From an optimization exercise on the open Yosys and OpenROAD flow, aimed at small area; shortcuts taken in it are not production practice. Function not checked in this run: the RTL went through the layout flow alone. Power is estimated from default activity; no workload was simulated.

File: flow/run.sh
#!/bin/bash
# synth_recipe.tcl (not shown) runs the flow's synth.tcl, then flattens the netlist and writes it again
# the make line also repeats each setting of config.mk as NAME=value (left out here)
make -C /OpenROAD-flow-scripts/flow DESIGN_CONFIG=/design/flow/config.mk WORK_HOME=/design/flow/orfs CLKGATE_MAP_FILE= SYNTH_SCRIPT=/design/flow/synth_recipe.tcl finish
File: flow/config.mk
export PLATFORM = sky130hd
export DESIGN_NAME = toplevel_connect4
export DESIGN_NICKNAME = toplevel_connect4
export VERILOG_FILES = /design/flow/design.v
export SDC_FILE = /design/flow/constraint.sdc
export NUM_CORES = 4
export LEC_CHECK = 0
export CAP_MARGIN = 20
export CORE_MARGIN = 2
export CORE_UTILIZATION = 40
export SLEW_MARGIN = 20
File: flow/constraint.sdc
create_clock -name core_clock -period 20.0 [get_ports {clk}]
set_input_delay 4.0000 -clock core_clock [delete_from_list [all_inputs] [get_ports {clk}]]
set_output_delay 4.0000 -clock core_clock [all_outputs]
set_load 0.01 [all_outputs]
File: flow/design.v
module Button_debounce #(
    parameter CLK_FREQ       = 50_000_000,  
    parameter STABLE_TIME_MS = 10           
) (
    input  logic clk,          
    input  logic rst,          
    input  logic button_in,    
    output logic button_out    
);
    localparam COUNTER_BITS = $clog2(STABLE_TIME_MS * (CLK_FREQ / 1000));
    localparam SAFE_COUNTER_BITS = (COUNTER_BITS == 0) ? 1 : COUNTER_BITS;
    localparam MAX_COUNT     = STABLE_TIME_MS * (CLK_FREQ / 1000) - 1;
    logic [SAFE_COUNTER_BITS-1:0] count;
    logic sync_ff1, sync_ff2;  
    logic debounced_state_reg;
    always_ff @(posedge clk or posedge rst) begin
        if (rst) begin
            sync_ff1 <= 1'b0;
            sync_ff2 <= 1'b0;
        end else begin
            sync_ff1 <= button_in;
            sync_ff2 <= sync_ff1;
        end
    end
    always_ff @(posedge clk or posedge rst) begin
        if (rst) begin
            debounced_state_reg <= 1'b0;  
            count <= '0;
        end else begin
            if (sync_ff2 != debounced_state_reg) begin
                if (count < MAX_COUNT) begin
                    count <= count + 1;
                end else begin
                    debounced_state_reg <= sync_ff2;
                    count <= '0;  
                end
            end else begin
                count <= '0;
            end
        end
    end
    assign button_out = debounced_state_reg;
endmodule
module pll (
    input logic inclk0,
    input logic rst,        
    output logic c0         
);
    logic toggle;
    always_ff @(posedge inclk0 or posedge rst) begin
        if (rst) toggle <= 1'b0;
        else     toggle <= ~toggle;
    end
    assign c0 = toggle;
endmodule
module vgaController #(parameter HACTIVE = 10'd640,
HFP = 10'd16,
HSYN = 10'd96,
HBP = 10'd48,
HMAX = HACTIVE + HFP + HSYN + HBP,
VBP = 10'd33,
VACTIVE = 10'd480,
VFP = 10'd10,
VSYN = 10'd2,
VMAX = VACTIVE + VFP + VSYN + VBP)
(input logic clk, rst,
input logic vgaclk,
output logic hsync, vsync, sync_b, blank_b,
output logic [9:0] x, y);
always_ff @(posedge clk or posedge rst) begin
	if (rst) begin
		x <= 10'd0;
		y <= 10'd0;
	end else if (!vgaclk) begin
		if (x == HMAX - 1) begin
			x <= 10'd0;
			y <= (y == VMAX - 1) ? 10'd0 : y + 10'd1;
		end else begin
			x <= x + 10'd1;
		end
	end
end
assign hsync = ~(x >= HACTIVE + HFP & x < HACTIVE + HFP + HSYN);  
assign vsync = ~(y >= VACTIVE + VFP & y < VACTIVE + VFP + VSYN);  
assign sync_b = hsync & vsync;
assign blank_b = (x < HACTIVE) & (y < VACTIVE);  
endmodule
module connect4_fsm (
    input logic clk, rst,            
    input logic player1_start,
    input logic player2_start,
    input logic move_valid,      
    input logic winner_found,    
    input logic board_full,      
    input logic timer_done,      
    output logic reset_timer,    
    output logic p1_turn,        
    output logic p2_turn,        
    output logic game_over,      
    output logic [3:0] estado,   
    output logic random_move,    
    output logic [1:0] player    
);
    typedef enum logic [3:0] {
        P_INICIO          = 4'b0000,  
        SELECCION_JUGADOR = 4'b0001,  
        TURNO_P1          = 4'b0010,  
        ESPERANDO_P1      = 4'b0011,  
        TURNO_P2          = 4'b0100,  
        ESPERANDO_P2      = 4'b0101,  
        VERIFICAR_GANADOR = 4'b0111,  
        GAME_OVER         = 4'b1000   
    } state_t;
    state_t current_state, next_state;
    logic whose_turn;  
    wire start_game = player1_start || player2_start;
    always_ff @(posedge clk or posedge rst) begin
        if (rst) begin
            current_state <= P_INICIO;
            whose_turn    <= 1'b0;  
        end else begin
            current_state <= next_state;
            if (current_state == VERIFICAR_GANADOR && next_state != GAME_OVER) begin
                whose_turn <= ~whose_turn;  
            end
             else if (current_state == P_INICIO && next_state == SELECCION_JUGADOR) begin
                 if (player2_start && !player1_start) begin  
                     whose_turn <= 1'b1;  
                 end else begin
                     whose_turn <= 1'b0;  
                 end
            end
        end
    end
    always_comb begin
        next_state = current_state;  
        case (current_state)
            P_INICIO:
                if (start_game)
                    next_state = SELECCION_JUGADOR;  
            SELECCION_JUGADOR:  
                if (whose_turn == 1'b0)  
                    next_state = TURNO_P1;
                else  
                    next_state = TURNO_P2;
            TURNO_P1:
                next_state = ESPERANDO_P1;  
            ESPERANDO_P1:
                if (move_valid)  
                    next_state = VERIFICAR_GANADOR;
            TURNO_P2:
                next_state = ESPERANDO_P2;  
            ESPERANDO_P2:
                if (move_valid)  
                    next_state = VERIFICAR_GANADOR;
            VERIFICAR_GANADOR:
                if (winner_found || board_full)  
                    next_state = GAME_OVER;
                else if (whose_turn == 1'b0)  
                    next_state = TURNO_P2;    
                else  
                    next_state = TURNO_P1;    
            GAME_OVER:
                if (start_game)  
                   next_state = P_INICIO;
            default: next_state = P_INICIO;
        endcase
    end
    always_comb begin
        reset_timer = 1'b0;
        p1_turn     = 1'b0;
        p2_turn     = 1'b0;
        game_over   = 1'b0;
        random_move = 1'b0;
        player      = 2'b00;  
        case (current_state)
            TURNO_P1: begin
                p1_turn     = 1'b1;
                player      = 2'b01;  
                reset_timer = 1'b1;
            end
            ESPERANDO_P1: begin
                p1_turn     = 1'b1;
                player      = 2'b01;  
                if (timer_done)
                    random_move = 1'b1;
            end
            TURNO_P2: begin
                p2_turn     = 1'b1;
                player      = 2'b10;  
                reset_timer = 1'b1;
            end
            ESPERANDO_P2: begin
                p2_turn     = 1'b1;
                player      = 2'b10;  
                if (timer_done)
                    random_move = 1'b1;
            end
            GAME_OVER: begin
                game_over = 1'b1;
            end
            default: ;
        endcase
    end
    assign estado = current_state;
endmodule
module matrixTableroControl (
    input logic clk,
    input logic rst_n,  
    input logic col_left,
    input logic col_right,
    input logic confirm,
    input logic random_move_valid,  
    input logic [2:0] random_col,   
    input logic [3:0] current_state,  
    input logic [83:0] matrix_in,     
    output logic [2:0] selected_col,  
    output logic load,                
    output logic move_valid           
);
    logic col_left_prev, col_right_prev, confirm_prev;
    wire col_left_posedge, col_right_posedge, confirm_posedge;
    always_ff @(posedge clk or negedge rst_n) begin
        if (!rst_n) begin
            col_left_prev  <= 1'b0; col_right_prev <= 1'b0; confirm_prev <= 1'b0;
        end else begin
            col_left_prev  <= col_left;
            col_right_prev <= col_right;
            confirm_prev   <= confirm;
        end
    end
    assign col_left_posedge  = col_left  & ~col_left_prev;
    assign col_right_posedge = col_right & ~col_right_prev;
    assign confirm_posedge   = confirm   & ~confirm_prev;
    logic [2:0] selected_col_reg;
    logic load_reg;
    logic move_valid_reg;
    logic is_col_valid;      
    logic is_waiting_p1;     
    logic is_waiting_p2;     
    assign is_waiting_p1 = (current_state == 4'b0011);  
    assign is_waiting_p2 = (current_state == 4'b0101);  
    assign is_col_valid = (matrix_in[(5 * 7 + selected_col_reg) * 2 +: 2] == 2'b00);
    always_ff @(posedge clk or negedge rst_n) begin
        if (!rst_n) begin
            selected_col_reg <= 3'd3;  
            load_reg         <= 1'b0;
            move_valid_reg   <= 1'b0;
        end else begin
            load_reg       <= 1'b0;
            move_valid_reg <= 1'b0;
            if (is_waiting_p1 || is_waiting_p2) begin
                if (col_right_posedge) begin
                    selected_col_reg <= (selected_col_reg == 6) ? 0 : selected_col_reg + 1;
                end else if (col_left_posedge) begin
                    selected_col_reg <= (selected_col_reg == 0) ? 6 : selected_col_reg - 1;
                end
                else if (confirm_posedge && is_col_valid) begin  
                    load_reg       <= 1'b1;
                    move_valid_reg <= 1'b1;
                end
            end  
            if (random_move_valid && (is_waiting_p1 || is_waiting_p2)) begin
                 load_reg         <= 1'b1;
                 move_valid_reg   <= 1'b1;
                 selected_col_reg <= random_col;
            end  
        end  
    end  
    assign selected_col = selected_col_reg;
    assign load         = load_reg;
    assign move_valid   = move_valid_reg;
endmodule
module matrixTablero (
    input logic clk,            
    input logic rst_n,          
    input logic clear,          
    input logic load,           
    input logic [2:0] column,   
    input logic player,         
    output logic [83:0] matrix  
);
    function automatic [2:0] find_empty_slot(input [83:0] mat, input [2:0] col);
        find_empty_slot = 3'd6;  
        for (int row = 5; row >= 0; row--) begin  
            if (mat[(row * 7 + col) * 2 +: 2] == 2'b00) begin
                find_empty_slot = row[2:0];
            end
        end
    endfunction
    logic [2:0] empty_row;
    assign empty_row = find_empty_slot(matrix, column);  
    always_ff @(posedge clk or negedge rst_n) begin
        if (!rst_n) begin
            matrix <= 84'b0;  
        end
        else if (clear) begin
            matrix <= 84'b0;
        end
        else if (load) begin
            if (empty_row < 6) begin
                matrix[(empty_row * 7 + column) * 2 +: 2] <= (player == 1'b1) ? 2'b01 : 2'b10;
            end
        end
    end
endmodule
module winner_detection (
    input  logic [83:0] grid,        
    output logic winner_found,
    output logic player_won,
    output logic [23:0] winning_line
);
    localparam int NL = 69;           
    logic [2*NL-1:0] match;           
    logic [23:0]     line_code [0:2*NL-1];
    logic [2*NL:0]   seen;            
    logic [23:0]     acc [0:2*NL];
    genvar gp, gr, gc;
    generate
        for (gp = 0; gp < 2; gp++) begin : g_player
            for (gr = 0; gr < 6; gr++) begin : g_hr
                for (gc = 0; gc < 4; gc++) begin : g_hc
                    localparam int I = gp*NL + gr*4 + gc;
                    assign match[I] = (grid[(gr*7+gc)*2 +: 2] == gp+1) && (grid[(gr*7+gc+1)*2 +: 2] == gp+1) &&
                                      (grid[(gr*7+gc+2)*2 +: 2] == gp+1) && (grid[(gr*7+gc+3)*2 +: 2] == gp+1);
                    assign line_code[I] = {3'b0, 3'(gr), 3'b0, 3'(gc), 3'b0, 3'(gr), 3'b0, 3'(gc+3)};
                end
            end
            for (gc = 0; gc < 7; gc++) begin : g_vc
                for (gr = 0; gr < 3; gr++) begin : g_vr
                    localparam int I = gp*NL + 24 + gc*3 + gr;
                    assign match[I] = (grid[(gr*7+gc)*2 +: 2] == gp+1) && (grid[((gr+1)*7+gc)*2 +: 2] == gp+1) &&
                                      (grid[((gr+2)*7+gc)*2 +: 2] == gp+1) && (grid[((gr+3)*7+gc)*2 +: 2] == gp+1);
                    assign line_code[I] = {3'b0, 3'(gr), 3'b0, 3'(gc), 3'b0, 3'(gr+3), 3'b0, 3'(gc)};
                end
            end
            for (gr = 0; gr < 3; gr++) begin : g_dr
                for (gc = 0; gc < 4; gc++) begin : g_dc
                    localparam int I = gp*NL + 45 + gr*4 + gc;
                    assign match[I] = (grid[(gr*7+gc)*2 +: 2] == gp+1) && (grid[((gr+1)*7+gc+1)*2 +: 2] == gp+1) &&
                                      (grid[((gr+2)*7+gc+2)*2 +: 2] == gp+1) && (grid[((gr+3)*7+gc+3)*2 +: 2] == gp+1);
                    assign line_code[I] = {3'b0, 3'(gr), 3'b0, 3'(gc), 3'b0, 3'(gr+3), 3'b0, 3'(gc+3)};
                end
            end
            for (gr = 3; gr < 6; gr++) begin : g_ar
                for (gc = 0; gc < 4; gc++) begin : g_ac
                    localparam int I = gp*NL + 57 + (gr-3)*4 + gc;
                    assign match[I] = (grid[(gr*7+gc)*2 +: 2] == gp+1) && (grid[((gr-1)*7+gc+1)*2 +: 2] == gp+1) &&
                                      (grid[((gr-2)*7+gc+2)*2 +: 2] == gp+1) && (grid[((gr-3)*7+gc+3)*2 +: 2] == gp+1);
                    assign line_code[I] = {3'b0, 3'(gr), 3'b0, 3'(gc), 3'b0, 3'(gr-3), 3'b0, 3'(gc+3)};
                end
            end
        end
        assign seen[0] = 1'b0;
        assign acc[0]  = 24'b0;
        for (gr = 0; gr < 2*NL; gr++) begin : g_prio
            assign seen[gr+1] = seen[gr] | match[gr];
            assign acc[gr+1]  = acc[gr] | ({24{match[gr] & ~seen[gr]}} & line_code[gr]);
        end
    endgenerate
    assign winner_found = seen[2*NL];
    assign player_won   = |match[2*NL-1:NL] & ~|match[NL-1:0];
    assign winning_line = acc[2*NL];
endmodule
module Full_Timer #(
    parameter TICKS_PER_SECOND = 50_000_000  
) (
    input logic rst,           
    input logic clk_in,        
    input logic rst_in,        
    output logic done,         
    output logic [3:0] count_out  
);
    logic [$clog2(TICKS_PER_SECOND)-1:0] counter;      
    logic [3:0] sec_counter;   
    always_ff @(posedge clk_in or posedge rst) begin
        if (rst) begin
            counter <= 0;
            sec_counter <= 0;
            done <= 0;
        end else if (rst_in) begin
            counter <= 0;
            sec_counter <= 0;
            done <= 0;
        end else begin
            if (counter == TICKS_PER_SECOND - 1) begin  
                counter <= 0;
                if (sec_counter == 9) begin
                    sec_counter <= 0;
                    done <= 1;
                end else begin
                    sec_counter <= sec_counter + 1;
                    done <= 0;
                end
            end else begin
                counter <= counter + 1;
                done <= 0;
            end
        end
    end
    assign count_out = sec_counter;
endmodule
module BCD_Visualizer (
    input logic [3:0] bin,   
    output logic [6:0] seg   
);
    always_comb begin
        case (bin)
            4'h0: seg = 7'b1000000;  
            4'h1: seg = 7'b1111001;  
            4'h2: seg = 7'b0100100;  
            4'h3: seg = 7'b0110000;  
            4'h4: seg = 7'b0011001;  
            4'h5: seg = 7'b0010010;  
            4'h6: seg = 7'b0000010;  
            4'h7: seg = 7'b1111000;  
            4'h8: seg = 7'b0000000;  
            4'h9: seg = 7'b0010000;  
            4'hA: seg = 7'b0001000;  
            4'hB: seg = 7'b0000011;  
            4'hC: seg = 7'b1000110;  
            4'hD: seg = 7'b0100001;  
            4'hE: seg = 7'b0000110;  
            4'hF: seg = 7'b0001110;  
            default: seg = 7'b1111111;  
        endcase
    end
endmodule
module random_selector (
    input logic clk,           
    input logic rst_n,         
    input logic [6:0] valid_cols,  
    input logic generate_move, 
    output logic [2:0] random_col,  
    output logic valid_move    
);
    logic [15:0] lfsr;
    logic [2:0] col_candidate;
    logic found_valid;
    always_ff @(posedge clk or negedge rst_n) begin
        if (!rst_n) begin
            lfsr <= 16'hACE1;  
            random_col <= 3'b0;
            valid_move <= 1'b0;
        end else begin
            lfsr <= {lfsr[14:0], lfsr[15] ^ lfsr[13] ^ lfsr[12] ^ lfsr[10]};
            if (generate_move) begin
                found_valid = 1'b0;
                for (int i = 0; i < 7; i++) begin
                    col_candidate = (lfsr[2:0] + i) % 7;
                    if (!found_valid && valid_cols[col_candidate]) begin
                        random_col <= col_candidate;
                        found_valid = 1'b1;
                    end
                end
                valid_move <= found_valid;
            end else begin
                valid_move <= 1'b0;
            end
        end
    end
endmodule
module videoGen (
    input logic clk,              
    input logic rst_n,            
    input logic [9:0] x_pos, y_pos,  
    input logic [83:0] grid_state,   
    input logic [3:0] current_state, 
    input logic [2:0] selected_col,  
    input logic [23:0] winning_line, 
    output logic [7:0] red, green, blue  
);
    localparam logic [10:0] cell_size = 11'd50;
    localparam logic [10:0] gap = 11'd5;
    localparam logic [10:0] board_width = 7 * cell_size + 6 * gap;
    localparam logic [10:0] board_height = 6 * cell_size + 5 * gap;
    localparam logic [10:0] start_x = 11'd100;
    localparam logic [10:0] start_y = 11'd50;  
    localparam TEXT_LETTER_WIDTH   = 10'd20;
    localparam TEXT_LETTER_HEIGHT  = 10'd30;
    localparam TEXT_LETTER_SPACING = 10'd5;
    localparam STROKE_THICKNESS    = 3;       
    localparam TEXT_Y_TOP          = start_y - TEXT_LETTER_HEIGHT - 15;  
    localparam TEXT_Y_BOTTOM       = TEXT_Y_TOP + TEXT_LETTER_HEIGHT;
    localparam WIN_TEXT_TOTAL_WIDTH = 3 * TEXT_LETTER_WIDTH + 2 * TEXT_LETTER_SPACING;
    localparam WIN_TEXT_START_X     = start_x + (board_width - WIN_TEXT_TOTAL_WIDTH) / 2;
    localparam W_LEFT_WIN  = WIN_TEXT_START_X;
    localparam W_RIGHT_WIN  = W_LEFT_WIN + TEXT_LETTER_WIDTH;
    localparam I_LEFT_WIN  = W_RIGHT_WIN  + TEXT_LETTER_SPACING;
    localparam I_RIGHT_WIN  = I_LEFT_WIN + TEXT_LETTER_WIDTH;
    localparam N_LEFT_WIN  = I_RIGHT_WIN  + TEXT_LETTER_SPACING;
    localparam N_RIGHT_WIN  = N_LEFT_WIN + TEXT_LETTER_WIDTH;
    localparam W_QTR_WIDTH = TEXT_LETTER_WIDTH / 4;
    localparam W_X0 = W_LEFT_WIN;
    localparam W_X1 = W_LEFT_WIN + W_QTR_WIDTH;
    localparam W_X2 = W_LEFT_WIN + 2 * W_QTR_WIDTH;
    localparam W_X3 = W_LEFT_WIN + 3 * W_QTR_WIDTH;
    localparam W_X4 = W_RIGHT_WIN -1;  
    localparam W_DX_SEG = W_QTR_WIDTH;
    localparam W_DY_SEG_EFFECTIVE = TEXT_LETTER_HEIGHT -1;
    localparam W_LINE_THRESHOLD = ((W_DY_SEG_EFFECTIVE > W_DX_SEG) ? W_DY_SEG_EFFECTIVE : W_DX_SEG) * STROKE_THICKNESS / 2;
    localparam N_DIAG_X_START = N_LEFT_WIN + STROKE_THICKNESS -1;
    localparam N_DIAG_Y_START = TEXT_Y_TOP;
    localparam N_DIAG_X_END   = N_RIGHT_WIN - STROKE_THICKNESS;
    localparam N_DIAG_Y_END   = TEXT_Y_BOTTOM -1;
    localparam N_DIAG_DX = N_DIAG_X_END - N_DIAG_X_START;
    localparam N_DIAG_DY = N_DIAG_Y_END - N_DIAG_Y_START;
    localparam N_DIAG_THRESHOLD = (((N_DIAG_DY > N_DIAG_DX) ? N_DIAG_DY : N_DIAG_DX) > 0 ? ((N_DIAG_DY > N_DIAG_DX) ? N_DIAG_DY : N_DIAG_DX) * STROKE_THICKNESS / 2 : STROKE_THICKNESS);
    logic board_area;
    logic [2:0] current_col, visual_row, data_row;
    logic cell_area;
    logic player1_chip, player2_chip;
    logic winning_chip;
    logic highlight_col;
    logic preview_chip;
    logic board_frame;
    logic is_initial_screen;
    logic in_title_area_start_screen;
    logic show_win_text;
    logic pixel_is_W, pixel_is_I, pixel_is_N_win;
    localparam TITLE_RECT_X_START = start_x + board_width/4;
    localparam TITLE_RECT_X_END   = start_x + 3*board_width/4;
    localparam TITLE_RECT_Y_START = start_y + board_height/3;  
    localparam TITLE_RECT_Y_END   = start_y + 2*board_height/3;
    assign is_initial_screen = (current_state == 4'b0000);  
    assign in_title_area_start_screen = is_initial_screen &&
                                        (x_pos >= TITLE_RECT_X_START && x_pos < TITLE_RECT_X_END) &&
                                        (y_pos >= TITLE_RECT_Y_START && y_pos < TITLE_RECT_Y_END);
    assign current_col = (x_pos >= start_x && x_pos < start_x + board_width) ? (x_pos - start_x) / (cell_size + gap) : 3'b111;
    assign visual_row  = (y_pos >= start_y && y_pos < start_y + board_height) ? (y_pos - start_y) / (cell_size + gap) : 3'b111;
    assign data_row = 5 - visual_row;
    assign cell_area = (visual_row < 6) && (current_col < 7) && (x_pos >= start_x + current_col*(cell_size + gap)) && (x_pos < start_x + current_col*(cell_size + gap) + cell_size) && (y_pos >= start_y + visual_row*(cell_size + gap)) && (y_pos < start_y + visual_row*(cell_size + gap) + cell_size);
    assign board_frame = (x_pos >= start_x - gap) && (x_pos < start_x + board_width + gap) && (y_pos >= start_y - gap) && (y_pos < start_y + board_height + gap) && !cell_area;
    assign player1_chip = cell_area && (grid_state[(data_row*7 + current_col)*2 +: 2] == 2'b01);
    assign player2_chip = cell_area && (grid_state[(data_row*7 + current_col)*2 +: 2] == 2'b10);
    assign preview_chip = (current_state == 4'b0011 || current_state == 4'b0101) && (x_pos >= start_x + selected_col * (cell_size + gap)) && (x_pos <  start_x + selected_col * (cell_size + gap) + cell_size) && (y_pos >= start_y - cell_size) && (y_pos <  start_y);
    assign highlight_col = (x_pos >= start_x + selected_col * (cell_size + gap)) && (x_pos <  start_x + selected_col * (cell_size + gap) + cell_size) && (y_pos >= start_y - 10) && (y_pos < start_y);
    assign winning_chip = cell_area && ((winning_line[5:3] == data_row && winning_line[2:0] <= current_col && current_col <= winning_line[14:12]) || (winning_line[2:0] == current_col && winning_line[5:3] <= data_row && data_row <= winning_line[17:15]) || (data_row - winning_line[5:3] == current_col - winning_line[2:0] && winning_line[5:3] <= data_row && data_row <= winning_line[17:15]) || (data_row - winning_line[5:3] == winning_line[2:0] - current_col && winning_line[5:3] >= data_row && data_row >= winning_line[17:15]));
    assign show_win_text = (current_state == 4'b1000);  
    logic signed [15:0] err_w1, err_w2, err_w3, err_w4;
    logic signed [15:0] abs_err_w1, abs_err_w2, abs_err_w3, abs_err_w4;
    logic on_segment1, on_segment2, on_segment3, on_segment4;
    assign err_w1 = (y_pos - TEXT_Y_TOP)  * W_DX_SEG - (x_pos - W_X0) * W_DY_SEG_EFFECTIVE;
    assign abs_err_w1 = (err_w1 < 0) ? -err_w1 : err_w1;
    assign on_segment1 = (x_pos >= W_X0 && x_pos <= W_X1) &&
                         (y_pos >= TEXT_Y_TOP && y_pos < TEXT_Y_BOTTOM) &&
                         (abs_err_w1 < W_LINE_THRESHOLD);
    assign err_w2 = (y_pos - (TEXT_Y_BOTTOM-1)) * W_DX_SEG - (x_pos - W_X1) * (-W_DY_SEG_EFFECTIVE);
    assign abs_err_w2 = (err_w2 < 0) ? -err_w2 : err_w2;
    assign on_segment2 = (x_pos >= W_X1 && x_pos <= W_X2) &&
                         (y_pos >= TEXT_Y_TOP && y_pos < TEXT_Y_BOTTOM) &&
                         (abs_err_w2 < W_LINE_THRESHOLD);
    assign err_w3 = (y_pos - TEXT_Y_TOP)  * W_DX_SEG - (x_pos - W_X2) * W_DY_SEG_EFFECTIVE;
    assign abs_err_w3 = (err_w3 < 0) ? -err_w3 : err_w3;
    assign on_segment3 = (x_pos >= W_X2 && x_pos <= W_X3) &&
                         (y_pos >= TEXT_Y_TOP && y_pos < TEXT_Y_BOTTOM) &&
                         (abs_err_w3 < W_LINE_THRESHOLD);
    assign err_w4 = (y_pos - (TEXT_Y_BOTTOM-1)) * W_DX_SEG - (x_pos - W_X3) * (-W_DY_SEG_EFFECTIVE);
    assign abs_err_w4 = (err_w4 < 0) ? -err_w4 : err_w4;
    assign on_segment4 = (x_pos >= W_X3 && x_pos <= W_X4) &&
                         (y_pos >= TEXT_Y_TOP && y_pos < TEXT_Y_BOTTOM) &&
                         (abs_err_w4 < W_LINE_THRESHOLD);
    assign pixel_is_W = show_win_text &&
                        (x_pos >= W_LEFT_WIN && x_pos < W_RIGHT_WIN && y_pos >= TEXT_Y_TOP && y_pos < TEXT_Y_BOTTOM) &&
                        (on_segment1 || on_segment2 || on_segment3 || on_segment4);
    assign pixel_is_I = show_win_text &&
                        (x_pos >= I_LEFT_WIN && x_pos < I_RIGHT_WIN && y_pos >= TEXT_Y_TOP && y_pos < TEXT_Y_BOTTOM) &&
                        (x_pos >= I_LEFT_WIN + TEXT_LETTER_WIDTH/2 - STROKE_THICKNESS/2 &&
                         x_pos <  I_LEFT_WIN + TEXT_LETTER_WIDTH/2 + STROKE_THICKNESS/2 + (STROKE_THICKNESS%2));
    logic signed [15:0] err_n_diag;
    logic signed [15:0] abs_err_n_diag;
    logic on_n_vertical_left, on_n_vertical_right, on_n_diagonal;
    assign on_n_vertical_left  = (x_pos >= N_LEFT_WIN && x_pos < N_LEFT_WIN + STROKE_THICKNESS);
    assign on_n_vertical_right = (x_pos >= N_RIGHT_WIN - STROKE_THICKNESS && x_pos < N_RIGHT_WIN);
    assign err_n_diag = (y_pos - N_DIAG_Y_START) * N_DIAG_DX - (x_pos - N_DIAG_X_START) * N_DIAG_DY;
    assign abs_err_n_diag = (err_n_diag < 0) ? -err_n_diag : err_n_diag;
    assign on_n_diagonal = (x_pos >= N_DIAG_X_START && x_pos <= N_DIAG_X_END) &&
                           (y_pos >= N_DIAG_Y_START && y_pos <= N_DIAG_Y_END) &&  
                           (abs_err_n_diag < N_DIAG_THRESHOLD);
    assign pixel_is_N_win = show_win_text &&
                            (x_pos >= N_LEFT_WIN && x_pos < N_RIGHT_WIN && y_pos >= TEXT_Y_TOP && y_pos < TEXT_Y_BOTTOM) &&
                            (on_n_vertical_left || on_n_vertical_right || on_n_diagonal);
    always_comb begin
        red   = 8'h00;  
        green = 8'h00;
        blue  = 8'h00;
        if (is_initial_screen) begin  
            red   = 8'h10;  
            green = 8'h10;
            blue  = 8'h40;
            if (in_title_area_start_screen) begin  
                red   = 8'hDD;  
                green = 8'h8C;
                blue  = 8'h31;
            end
        end
        else begin
            if (board_frame) begin
                red   = 8'h00;
                green = 8'h00;
                blue  = 8'h7F;  
            end
            if (cell_area) begin  
                if (grid_state[(data_row*7 + current_col)*2 +: 2] == 2'b00) begin  
                    red   = 8'hFF;
                    green = 8'hFF;
                    blue  = 8'hFF;  
                end
                else if (grid_state[(data_row*7 + current_col)*2 +: 2] == 2'b01) begin  
                    if (winning_chip) begin
                        red   = 8'hFF;  
                        green = 8'hFF;
                        blue  = 8'h00;
                    end else begin
                        red   = 8'hFF;  
                        green = 8'h00;
                        blue  = 8'h00;
                    end
                end
                else if (grid_state[(data_row*7 + current_col)*2 +: 2] == 2'b10) begin  
                    if (winning_chip) begin
                        red   = 8'hFF;  
                        green = 8'hFF;
                        blue  = 8'h00;
                    end else begin
                        red   = 8'h00;  
                        green = 8'hFF;
                        blue  = 8'h00;
                    end
                end
            end  
            if (current_state != 4'b1000) begin  
                 if (highlight_col) begin
                    red   = 8'h00;
                    green = 8'hC0;  
                    blue  = 8'h00;
                end
                if (preview_chip) begin  
                   red   = 8'hA0;  
                   green = 8'hA0;
                   blue  = 8'hA0;
                end
            end
            if (show_win_text) begin  
                if (pixel_is_W || pixel_is_I || pixel_is_N_win) begin
                    red   = 8'hFF;  
                    green = 8'hFF;
                    blue  = 8'h30;
                end
            end  
        end  
    end  
endmodule
module startScreen(
    input logic [9:0] x, y,
    input logic visible,
    output logic [7:0] r, g, b
);
logic letter_S, letter_T1, letter_A, letter_R, letter_T2;
localparam logic [10:0] letter_width = 11'd40;
localparam logic [10:0] letter_height = 11'd80;
localparam logic [10:0] S_left = 11'd200;
localparam logic [10:0] T1_left = S_left + letter_width + 11'd10;
localparam logic [10:0] A_left = T1_left + letter_width + 11'd10;
localparam logic [10:0] R_left = A_left + letter_width + 11'd10;
localparam logic [10:0] T2_left = R_left + letter_width + 11'd10;
localparam logic [10:0] letter_top = 11'd100;
localparam logic [10:0] letter_bottom = letter_top + letter_height;
logic [10:0] S_right, T1_right, A_right, R_right, T2_right;
always_comb begin
    S_right = S_left + letter_width;
    T1_right = T1_left + letter_width;
    A_right = A_left + letter_width;
    R_right = R_left + letter_width;
    T2_right = T2_left + letter_width;
end
always_comb begin
    letter_S = ((x >= S_left && x <= S_right) && (y >= letter_top && y <= letter_bottom)) &&
               ((y == letter_top) || (y == letter_bottom) || (y == letter_top + 40) ||
                (x == S_left && y <= letter_top + 40) ||
                (x == S_right && y >= letter_top + 40));
    letter_T1 = ((x >= T1_left && x <= T1_right) && (y >= letter_top && y <= letter_bottom)) &&
                ((y == letter_top) || (x == T1_left + letter_width / 2));
    letter_A = ((x >= A_left && x <= A_right) && (y >= letter_top && y <= letter_bottom)) &&
               ((y == letter_top) || (x == A_left || x == A_right) ||
                (y == letter_top + 40 && x >= A_left + 10 && x <= A_right - 10));
    letter_R = ((x >= R_left && x <= R_right) && (y >= letter_top && y <= letter_bottom)) &&
               ((y == letter_top) || (x == R_left) ||
                (y == letter_top + 40 && x <= R_right) ||
                (x == R_right && y >= letter_top + 40));
    letter_T2 = ((x >= T2_left && x <= T2_right) && (y >= letter_top && y <= letter_bottom)) &&
                ((y == letter_top) || (x == T2_left + letter_width / 2));
end
always_comb begin
    if (visible) begin
        r = (letter_S || letter_T1 || letter_A || letter_R || letter_T2) ? 8'h00 : 8'h00;  
        g = (letter_S || letter_T1 || letter_A || letter_R || letter_T2) ? 8'hFF : 8'h00;  
        b = (letter_S || letter_T1 || letter_A || letter_R || letter_T2) ? 8'h00 : 8'h00;  
    end else begin
        r = 8'h00;
        g = 8'h00;
        b = 8'h00;
    end
end
endmodule
module toplevel_connect4 (
    input clk,
    input rst,  
    input col_left_raw,
    input col_right_raw,
    input confirm_raw,
    input p1_start_raw,
    input p2_start_raw,
    output vgaclk,
    output hsync,
    output vsync,
    output sync_b,
    output blank_b,
    output [7:0] r,  
    output [7:0] g,
    output [7:0] b,
    output [6:0] segments,
    output p1_led,
    output p2_led,
    output game_over_led,
    output [3:0] estado
);
    localparam CLK_FREQUENCY = 4_000;  
    localparam DEBOUNCE_MS = 10;
    wire [9:0] x, y;  
    wire [83:0] matrix;
    wire [2:0] selected_col;
    wire load_matrix;
    wire move_valid;
    wire [3:0] timer_count;
    wire timer_done;
    wire winner_found;
    wire board_full;
    wire [23:0] winning_line;
    wire random_move;
    wire random_move_valid;
    wire [2:0] random_col;
    wire [6:0] valid_columns;
    wire reset_timer;
    wire [1:0] current_player;
    wire col_left_debounced;
    wire col_right_debounced;
    wire confirm_debounced;
    wire p1_start_debounced;
    wire p2_start_debounced;
    wire [7:0] game_r, game_g, game_b;      
    wire [7:0] start_r, start_g, start_b;  
    logic is_initial_state_active;  
	 logic is_game_over_state_active;  
    Button_debounce #(.CLK_FREQ(CLK_FREQUENCY), .STABLE_TIME_MS(DEBOUNCE_MS))
        debounce_shared_left (.clk(clk), .rst(rst), .button_in(col_left_raw), .button_out(col_left_debounced));
    Button_debounce #(.CLK_FREQ(CLK_FREQUENCY), .STABLE_TIME_MS(DEBOUNCE_MS))
        debounce_shared_right(.clk(clk), .rst(rst), .button_in(col_right_raw), .button_out(col_right_debounced));
    Button_debounce #(.CLK_FREQ(CLK_FREQUENCY), .STABLE_TIME_MS(DEBOUNCE_MS))
        debounce_shared_confirm(.clk(clk), .rst(rst), .button_in(confirm_raw), .button_out(confirm_debounced));
    Button_debounce #(.CLK_FREQ(CLK_FREQUENCY), .STABLE_TIME_MS(DEBOUNCE_MS))
        debounce_p1_start(.clk(clk), .rst(rst), .button_in(p1_start_raw), .button_out(p1_start_debounced));
    Button_debounce #(.CLK_FREQ(CLK_FREQUENCY), .STABLE_TIME_MS(DEBOUNCE_MS))
        debounce_p2_start(.clk(clk), .rst(rst), .button_in(p2_start_raw), .button_out(p2_start_debounced));
    pll vgapll(.inclk0(clk), .rst(rst), .c0(vgaclk));
    vgaController vgaCont(
        .clk(clk), .rst(rst), .vgaclk(vgaclk), .hsync(hsync), .vsync(vsync), .sync_b(sync_b),
        .blank_b(blank_b), .x(x), .y(y)
    );
    connect4_fsm fsm(
        .clk(clk), .rst(rst), .player1_start(p1_start_debounced), .player2_start(p2_start_debounced),
        .move_valid(move_valid), .winner_found(winner_found), .board_full(board_full), .timer_done(timer_done),
        .reset_timer(reset_timer), .p1_turn(p1_led), .p2_turn(p2_led), .game_over(game_over_led),
        .estado(estado), .random_move(random_move), .player(current_player)
    );
    matrixTableroControl matrixCtrl(
         .clk(clk), .rst_n(~rst), .col_left(col_left_debounced), .col_right(col_right_debounced), .confirm(confirm_debounced),
         .random_move_valid(random_move_valid), .random_col(random_col), .current_state(estado), .matrix_in(matrix),
         .selected_col(selected_col), .load(load_matrix), .move_valid(move_valid)
    );
    matrixTablero matrixReg(
        .clk(clk), .rst_n(~rst), .clear(is_initial_state_active), .load(load_matrix), .column(selected_col),
        .player(current_player[0]), .matrix(matrix)
    );
    winner_detection winnerDetect(
        .grid(matrix), .winner_found(winner_found), .player_won(), .winning_line(winning_line)
    );
    Full_Timer #(.TICKS_PER_SECOND(CLK_FREQUENCY))
        timer(.clk_in(clk), .rst(rst), .rst_in(reset_timer), .done(timer_done), .count_out(timer_count));
    BCD_Visualizer segDisplay(.bin(timer_count), .seg(segments));
    random_selector randomSel(.clk(clk), .rst_n(~rst), .valid_cols(valid_columns), .generate_move(random_move), .random_col(random_col), .valid_move(random_move_valid));
    assign valid_columns[6] = (matrix[(5*7 + 6)*2 +: 2] == 2'b00);  
    assign valid_columns[5] = (matrix[(5*7 + 5)*2 +: 2] == 2'b00);  
    assign valid_columns[4] = (matrix[(5*7 + 4)*2 +: 2] == 2'b00);  
    assign valid_columns[3] = (matrix[(5*7 + 3)*2 +: 2] == 2'b00);  
    assign valid_columns[2] = (matrix[(5*7 + 2)*2 +: 2] == 2'b00);  
    assign valid_columns[1] = (matrix[(5*7 + 1)*2 +: 2] == 2'b00);  
    assign valid_columns[0] = (matrix[(5*7 + 0)*2 +: 2] == 2'b00);  
    videoGen gameBoardDrawer (  
        .clk(clk),        
        .rst_n(~rst),
        .x_pos(x),
        .y_pos(y),
        .grid_state(matrix),
        .current_state(estado),  
        .selected_col(selected_col),
        .winning_line(winning_line),
        .red(game_r),     
        .green(game_g),   
        .blue(game_b)     
    );
    assign is_initial_state_active = (estado == 4'b0000);  
	 assign is_game_over_state_active = (estado == 4'b1000);  
    startScreen initialScreenDrawer (
        .x(x),                          
        .y(y),                          
        .visible(is_initial_state_active),  
        .r(start_r),                    
        .g(start_g),                    
        .b(start_b)                     
    );
    assign r = is_initial_state_active ? start_r : game_r;
    assign g = is_initial_state_active ? start_g : game_g;
    assign b = is_initial_state_active ? start_b : game_b;
    assign board_full = (valid_columns == 7'b0) && !winner_found;
endmodule
==> run summary <==
-- worst max-delay path, delay by kind of cell, from the launching register on --
| family | cells | cell delay (ns) |
|---|---|---|
| flip-flops | 1 | 0.38 |
| adder cells (fa/ha/maj) | 6 | 2.12 |
| AND/OR/NAND/NOR | 13 | 3.18 |
| buffers and inverters | 3 | 1.34 |
| AO/OA/AOI/OAI | 13 | 3.62 |
| XOR/XNOR | 7 | 1.64 |
-- cell families after synthesis --
| logic type | after synthesis | share of synthesized area (%) |
|---|---|---|
| and+or+nand+nor | 1509 | 21.6 |
| adders and majority gates | 595 | 25.4 |
| muxes | 96 | 4.13 |
| DFF | 199 | 14.4 |
| xor gates and xnor gates | 301 | 7.63 |
| buffers and inverters | 642 | 7.15 |
| AOI/OAI and AO/OA | 1046 | 19.7 |
-- metal layers --
metal  up-vias  part of all wire (%)  global-route usage, %
met4         2                   4.1                   9.71
met2      1030                    47                   41.3
met1     15500                    43                   31.2
met5         -                 0.012                      0
li1      15400                     -                      -
met3       243                   5.7                   3.08
-- cell usage after synthesis, types with 23 or more instances --
master	instances	area share, %
inv_1	489	5.3
nand2_1	418	4.5
ha_1	409	15
nor2_1	320	3.5
o21ai_0	267	3.8
a21oi_1	250	3.6
xnor2_1	191	4.8
dfrtp_1	189	14
fa_1	185	11
nor2b_1	132	2.4
nor3_1	123	1.8
nand3_1	120	1.7
xor2_1	108	2.7
clkbuf_1	101	1.1
nand2b_1	82	1.5
a31oi_1	72	1.3
nand4_1	59	1.1
o22ai_1	47	0.85
a21o_1	45	0.97
mux2i_1	41	1.2
nor4_1	38	0.68
mux4_2	36	2.3
and2_1	35	0.63
and3_1	33	0.59
o21bai_1	30	0.65
o21a_1	24	0.52
or2_2	23	0.41
-- worst paths after layout --
kind	start	endpoint
min in group asynchronous	rst	debounce_shared_left.count[3]
min reg2reg	debounce_shared_right.sync_ff1	debounce_shared_right.sync_ff2
max reg2reg	matrixCtrl.selected_col_reg[1]	matrixReg.matrix[34]
max	vgaCont.x[2]	r[7]
max in group asynchronous	rst	matrixReg.matrix[5]
min	debounce_shared_right.sync_ff1	debounce_shared_right.sync_ff2
-- stage by stage --
step / cells / utilization [%] / instance area (sq um) / hold slack (ns)
3_5_place_dp: 5500 / 42.2 / 36500 / 0.335
4_1_cts: 5532 / 42.9 / 37100 / 0.356
5_1_grt: 5533 / 42.9 / 37100 / 0.361
3_3_place_gp: 5500 / 42.2 / 36500 / 0.334
2_1_floorplan: 4388 / - / 34800 / 0.331
6_report: 5533 / 42.9 / 37100 / 0.351
-- final cells by class --
class	instances	area (sq um)	area share, %
multi-input cells	3547	27300	73.6
flip-flops and latches	199	4990	13.4
inverters	495	1870	5.02
well taps	1155	1450	3.89
repair buffers	105	911	2.45
clock buffers	18	439	1.18
clock inverters	14	169	0.455
-- power breakdown --
| part | total, uW | internal, uW | switching [uW] |
|---|---|---|---|
| logic | 15.5 | 4.19 | 11.3 |
| registers | 408 | 406 | 2.61 |
| clock network | 362 | 173 | 189 |
==> run summary <==
Cts bufs inserted - 17
Clock Sinks - 199
Fin Setup TNS - 0 ns
Clock skew - 0.0130 ns
Fraction of the yosys area taken by sequential cells - 14.4%
Post-DP HPWL - 87500 microns
Drt via density - 5.80
Max-cap violations - 0
Die area - 89300 sq um
Pwr Density - 21.2 nW/um^2
Final Worst Setup Slack - 3.23 ns
Top Registers - matrixReg.matrix: 84 flops, randomSel.lfsr: 16 flops, timer.counter: 12 flops
Clock latency of the later-clocked register in the worst-skew pair - 0.49 ns
Hold-fix buffer count after cts - 0
Worst-path maximum fanout - 18
Initial antenna violation count - 2
Total gr overflow - 0
Synth Cell Area - 34800 sq um
Leakage power - 0.0164 uW
Critical path's most frequent cell - xnor2_1
Slowest stage cell, crit path - clkdlybuf4s50_1
Die W - 299 microns
CP peak stage delay - 0.63 ns
Relative slew slack - 26.3%
Post-synth EDFFs - 0
# DRC - 0
Final Setup Violations - 0
Area added between synthesis and finish - 6.85%
CTS tree - done
Largest net degree at the start of global routing - 107
CORE AREA - 86500 sq um
Max reg flops - 84
Async S/R FF share, synth - 100%
Global-route wire length before repair - 173000 microns
GRT Total Usage - 24.3%
Die Y - 299 microns
Worst path required time - 16.00 ns
Slew Viols, Final - 0
Final Routed Wirelength - 109000 microns
Fmax - 0.0596 GHz
Count of final hold-check violations - 0
First-pass DRT Iterations - 6
Syn_area_per_cell - 7.92 sq um
CP arrival - 12.77 ns
Reg clk slew, reported paths - 0.08 ns
1st-iter DRT viols - 2464
Commonest cells after routing, fill and taps aside - inv_1, nand2_1, ha_1, nor2_1, o21ai_0
Starting Density - 40.2%
Via count - 32100
Placer Congestion - 1.03
IO Pins - 50
Per-cell routed wire length - 19.8 microns
Filler cells - 8803
Setup bufs post-CTS - 0
N_diodes - 0
Final nets - 4966
Max rail drop VDD - 81.2 uV
Setup CP Type - flop to primary output
Yosys warns - 14
Worst Tran Pin Value - 1.09 ns
Cell count after synthesis - 4388
Critical Path End Type - primary output
Setup WS pre-CTS - 3.90 ns
Std-Cell Rows - 108
Synth Register Bits - 199
Power, Total - 786 uW
H-tree levels - 4
Root Buffer - clkbuf_16
Reg with most FFs - matrixReg.matrix
Vias in the first global route - 31100
Cells on worst reg2reg path - 25
Hold Path Cell Cnt - 0
Predominant post-synthesis flop cell - dfrtp_1
Gates resized, CTS repair - 0
Buffers on Ports - 49
Share of cells above drive strength 1 - 5.53%
Reg-to-reg setup timing slack - 12.18 ns
RSZ-0062 raised after global routing - no
Commonest non-fill, non-tap cell in the layout - inv_1
Min-delay worst type - flop to flop
Max clock buf depth - 2
Distinct cells, synth - 112
Final Cycle Share - 83.9%
Routed Antenna Nets - 0
Final min period - 16.77 ns
Outcome - timing/DRC/antenna clean
Syn_nets - 4989
Critical Path Start Type - flop

separate check: timing with driven ports:
The results above use ideal ports. As a check the final layout listed here was re-extracted and re-timed, cells and wires unchanged. Step 1 (the two cells are an assumption about what drives the block):
set clk [get_ports {clk}]
set_driving_cell -lib_cell sky130_fd_sc_hd__clkbuf_16 $clk
set_driving_cell -lib_cell sky130_fd_sc_hd__buf_2 [delete_from_list [all_inputs] $clk]
Step 2 also shifts input and output timing later by t, the mid clock arrival at the registers, as if the neighbouring blocks saw the same clock. a / b / c = no drivers / after step 1 / after step 2; a / b = the first two.
shift t [ns]: 0.548
setup WS [ns]: 3.228 / 3.167 / 3.715
worst setup path after step 2: register to output
clock arrival spread, ns: 0.017 / 0.017
slew at the worst register clock pin (ns): 0.09 / 0.09
After both steps setup and hold are still met in this run. For this run, drivers alone change the setup slack by -0.061 ns; drivers and shift together by +0.487 ns.
